Context: an optimization exercise on an open-source flow, tuned for small area and a short achievable clock period. The choices shown serve that exercise and are no tape-out recipe.

==> 04-25 <==
// top
module top (
  input         clk,
  input         rst,
  input  [31:0] a,
  input  [31:0] b,
  output [67:0] y
);
  reg [7:0] p0, p1, p2, p3;
  reg [7:0] q0, q1, q2, q3;
  always @(posedge clk or posedge rst) begin
    if (rst) begin
      p0 <= 8'd0; p1 <= 8'd0; p2 <= 8'd0; p3 <= 8'd0;
    end else begin
      p0 <= a[7:0]; p1 <= a[15:8]; p2 <= a[23:16]; p3 <= a[31:24];
    end
  end
  always @(posedge clk) begin
    q0 <= b[7:0]; q1 <= b[15:8]; q2 <= b[23:16]; q3 <= b[31:24];
  end
  wire c11_pp1 = p0[0] & q0[0];
  wire c11_pp2 = p0[0] & q0[1];
  wire c11_pp3 = p0[0] & q0[2];
  wire c11_pp4 = p0[0] & q0[3];
  wire c11_pp5 = p0[0] & q0[4];
  wire c11_pp6 = p0[0] & q0[5];
  wire c11_pp7 = p0[0] & q0[6];
  wire c11_pp8 = p0[0] & q0[7];
  wire c11_pp9 = p0[1] & q0[0];
  wire c11_pp10 = p0[1] & q0[1];
  wire c11_pp11 = p0[1] & q0[2];
  wire c11_pp12 = p0[1] & q0[3];
  wire c11_pp13 = p0[1] & q0[4];
  wire c11_pp14 = p0[1] & q0[5];
  wire c11_pp15 = p0[1] & q0[6];
  wire c11_pp16 = p0[1] & q0[7];
  wire c11_pp17 = p0[2] & q0[0];
  wire c11_pp18 = p0[2] & q0[1];
  wire c11_pp19 = p0[2] & q0[2];
  wire c11_pp20 = p0[2] & q0[3];
  wire c11_pp21 = p0[2] & q0[4];
  wire c11_pp22 = p0[2] & q0[5];
  wire c11_pp23 = p0[2] & q0[6];
  wire c11_pp24 = p0[2] & q0[7];
  wire c11_pp25 = p0[3] & q0[0];
  wire c11_pp26 = p0[3] & q0[1];
  wire c11_pp27 = p0[3] & q0[2];
  wire c11_pp28 = p0[3] & q0[3];
  ...
==> flow/config.mk <==
export PLATFORM = sky130hd
export DESIGN_NAME = top
export DESIGN_NICKNAME = top
export VERILOG_FILES = /design/flow/design.v
export SDC_FILE = /design/flow/constraint.sdc
export NUM_CORES = 4
export LEC_CHECK = 0
export CAP_MARGIN = 20
export CORE_MARGIN = 2
export CORE_UTILIZATION = 40
export SLEW_MARGIN = 20
==> flow/constraint.sdc <==
create_clock -name core_clock -period 12.0 [get_ports {clk}]
set_input_delay 2.4000 -clock core_clock [delete_from_list [all_inputs] [get_ports {clk}]]
set_output_delay 2.4000 -clock core_clock [all_outputs]
set_load 0.01 [all_outputs]
run.sh (not shown) runs the stock make flow with config.mk's settings and CLKGATE_MAP_FILE= SYNTH_SCRIPT=/design/flow/synth_recipe.tcl, a recipe that flattens the netlist after the stock synthesis.
==> 03-18: changes against 04-25 <==
Settings changed: SETUP_SLACK_MARGIN set to 5.
==> summary.txt <==
* Outcome: timing/DRC/antenna clean
* Fin crit share at 0.725
* CP cell instances: and2_1 > fa_1 > inv_1 > fa_1 > fa_1 > fa_1 > fa_1 > fa_1 > inv_1 > ha_1 > o21ai_0 > a21oi_1 > o21ai_0 > a32o_1 > a311oi_1 > clkdlybuf4s50_1
* Slew @ Worst Pin at roughly 0.84 ns
* Fraction of area in multi-input gates at 0.737
* Relative slew slack at 0.436
* First-pass GRT wire length at just under 70,000 um
* Non-clk bufs at approximately 130
* Routed length on met3 at approximately 2200 um
* Area Overhead vs Synth at 12.5%
That was 04-25.
==> summary.txt <==
* DR WL/cell at approximately 18 um
* CTS tree: built
* CP cell instances: buf_6 > and2_4 > ha_4 > fa_1 > inv_1 > fa_2 > fa_2 > fa_2 > fa_1 > inv_1 > ha_4 > buf_4 > nand2_1 > o211ai_2 > a221o_1 > or4b_4 > buf_6
* Non-clk bufs at between 300 and 400
* Fin crit share at 0.641
* First-pass GRT wire length at about 78,000 um
* Slew @ Worst Pin at between 0.4 and 0.5 ns
* Outcome: timing/DRC/antenna clean
That was 03-18.
No run of this note included a check of the RTL's function; only the layout flow was run.

========
==> v4 <==
top, a different RTL version from the one above (not shown whole).
==> flow/config.mk <==
export PLATFORM = sky130hd
export DESIGN_NAME = top
export DESIGN_NICKNAME = top
export VERILOG_FILES = /design/flow/design.v
export SDC_FILE = /design/flow/constraint.sdc
export NUM_CORES = 4
export LEC_CHECK = 0
export CAP_MARGIN = 20
export CORE_MARGIN = 2
export CORE_UTILIZATION = 40
export SLEW_MARGIN = 40
==> flow/constraint.sdc <==
create_clock -name core_clock -period 12.0 [get_ports {clk}]
set_input_delay 2.4000 -clock core_clock [delete_from_list [all_inputs] [get_ports {clk}]]
set_output_delay 2.4000 -clock core_clock [all_outputs]
set_load 0.01 [all_outputs]
standard.sh (not shown) runs the stock make flow with config.mk's settings and CLKGATE_MAP_FILE= SYNTH_SCRIPT=/design/flow/synth_recipe.tcl, a recipe that flattens the netlist after the stock synthesis.
==> flow/flow/run.sh <==
#!/bin/bash
# Own layout flow: the standard flow, with two changes.
#  1. After the standard synthesis, polarity.py removes inverters around the full adders
#     and orders each full adder's inputs by arrival time (a netlist rewrite that keeps
#     every register and the logic function).
#  2. Input ports get buf_4 buffers (each drives 16 gates) and output ports buf_1
#     buffers, instead of the default delay-buffer cells.
# Each tool's output goes to a log file of its own in this folder.
set -euo pipefail
here=$(pwd)
R=$here/orfs/results/$FLOW_PLATFORM/top/base
bash standard.sh "$R/1_2_yosys.v" > synth.log 2>&1
cp "$R/1_2_yosys.v" "$here/1_2_yosys.std.v"
python3 flow/polarity.py "$here/1_2_yosys.std.v" "$R/1_2_yosys.v" > polarity.log 2>&1
export BUFFER_PORTS_ARGS="-inputs -buffer_cell sky130_fd_sc_hd__buf_4"
export POST_GLOBAL_PLACE_TCL="$here/flow/outbuf.tcl"
export SETUP_SLACK_MARGIN=6.9
bash standard.sh > layout.log 2>&1
Other scripts of this flow, unchanged in this note and not shown: flow/flow/outbuf.tcl, flow/flow/polarity.py
==> v33: changes against v4 <==
--- a/flow/flow/run.sh
+++ b/flow/flow/run.sh
@@ -14,5 +14,5 @@
 python3 flow/polarity.py "$here/1_2_yosys.std.v" "$R/1_2_yosys.v" > polarity.log 2>&1
 export BUFFER_PORTS_ARGS="-inputs -buffer_cell sky130_fd_sc_hd__buf_4"
 export POST_GLOBAL_PLACE_TCL="$here/flow/outbuf.tcl"
-export SETUP_SLACK_MARGIN=6.9
+export SETUP_SLACK_MARGIN=7.2
 bash standard.sh > layout.log 2>&1
==> v10: changes against v4 <==
--- a/flow/flow/run.sh
+++ b/flow/flow/run.sh
@@ -14,5 +14,4 @@
 python3 flow/polarity.py "$here/1_2_yosys.std.v" "$R/1_2_yosys.v" > polarity.log 2>&1
 export BUFFER_PORTS_ARGS="-inputs -buffer_cell sky130_fd_sc_hd__buf_4"
 export POST_GLOBAL_PLACE_TCL="$here/flow/outbuf.tcl"
-export SETUP_SLACK_MARGIN=6.9
 bash standard.sh > layout.log 2>&1
==> out/qor.yml <==
routed_via_density: 5.45
grt_pass1_wl_mm: 72.6
drive_gt1_frac: 0.423
setup_slack_ns: 6.91
cp.arrival_ns: 5.37
wl_mm: 49.4
seq_share: 0.126
crit_chain: "buf_16, buf_4, buf_4, nand2_2, fa_2, fa_2, fa_2, fa_1, fa_2, fa_2, inv_1"
fin_util: 0.558
grt_util_met1: 0.302
nFillCells: 3173
status: "timing/DRC/antenna clean"
buffers: 286
the above is filed under v33

==> out/qor.yml <==
grt_pass1_wl_mm: 64.5
slew_headroom: 0.573
status: "timing/DRC/antenna clean"
cp.arrival_ns: 5.35
fin_util: 0.470
crit_chain: "buf_8, nand2_1, fa_2, fa_2, fa_2, fa_1, fa_2, fa_2, inv_1"
drive_gt1_frac: 0.208
nFillCells: 3565
setup_slack_ns: 6.94
routed_via_density: 5.25
wl_mm: 39.5
the above is filed under v4

==> out/qor.yml <==
seq_share: 0.160
status: "timing/DRC/antenna clean"
buffers: 134
fin_util: 0.438
nFillCells: 3752
grt_pass1_wl_mm: 61.4
cp.arrival_ns: 5.59
wl_mm: 35.8
routed_via_density: 5.19
the above is filed under v10

No run of this note included a check of the RTL's function; only the layout flow was run.

-- afterwards: timing with drivers on the ports --
Ports are ideal in the flow. The routed layouts listed here were re-timed in OpenROAD. Step 1: set_driving_cell puts a clkbuf_16 on clk and a buf_2 on each other input, an assumption about the parent block. Step 2 moves the port delays by t, midway between the first and last clock arrival at a register: inputs arrive t later, outputs are due t later. That takes back most of the time a late clock gives input paths. Slacks: ideal ports / drivers / drivers and shift; pairs: ideal ports / drivers.
run | t (ns) | setup slack, ns | slew at the worst register clock pin (ns)
04-25 | 0.400 | 3.296 / 3.247 / 3.648 | 0.07 / 0.07
03-18 | 0.396 | 4.302 / 4.254 / 4.650 | 0.07 / 0.07
v4 | 0.433 | 6.937 / 6.921 / 6.488 | 0.08 / 0.08
v33 | 0.423 | 6.912 / 6.802 / 6.379 | 0.08 / 0.08
v10 | 0.423 | 6.683 / 6.698 / 6.275 | 0.08 / 0.08
After both steps setup and hold are still met in every run listed. The setup slack of v33, which loses most, moves by -0.110 ns with the drivers and by -0.533 ns with both steps.
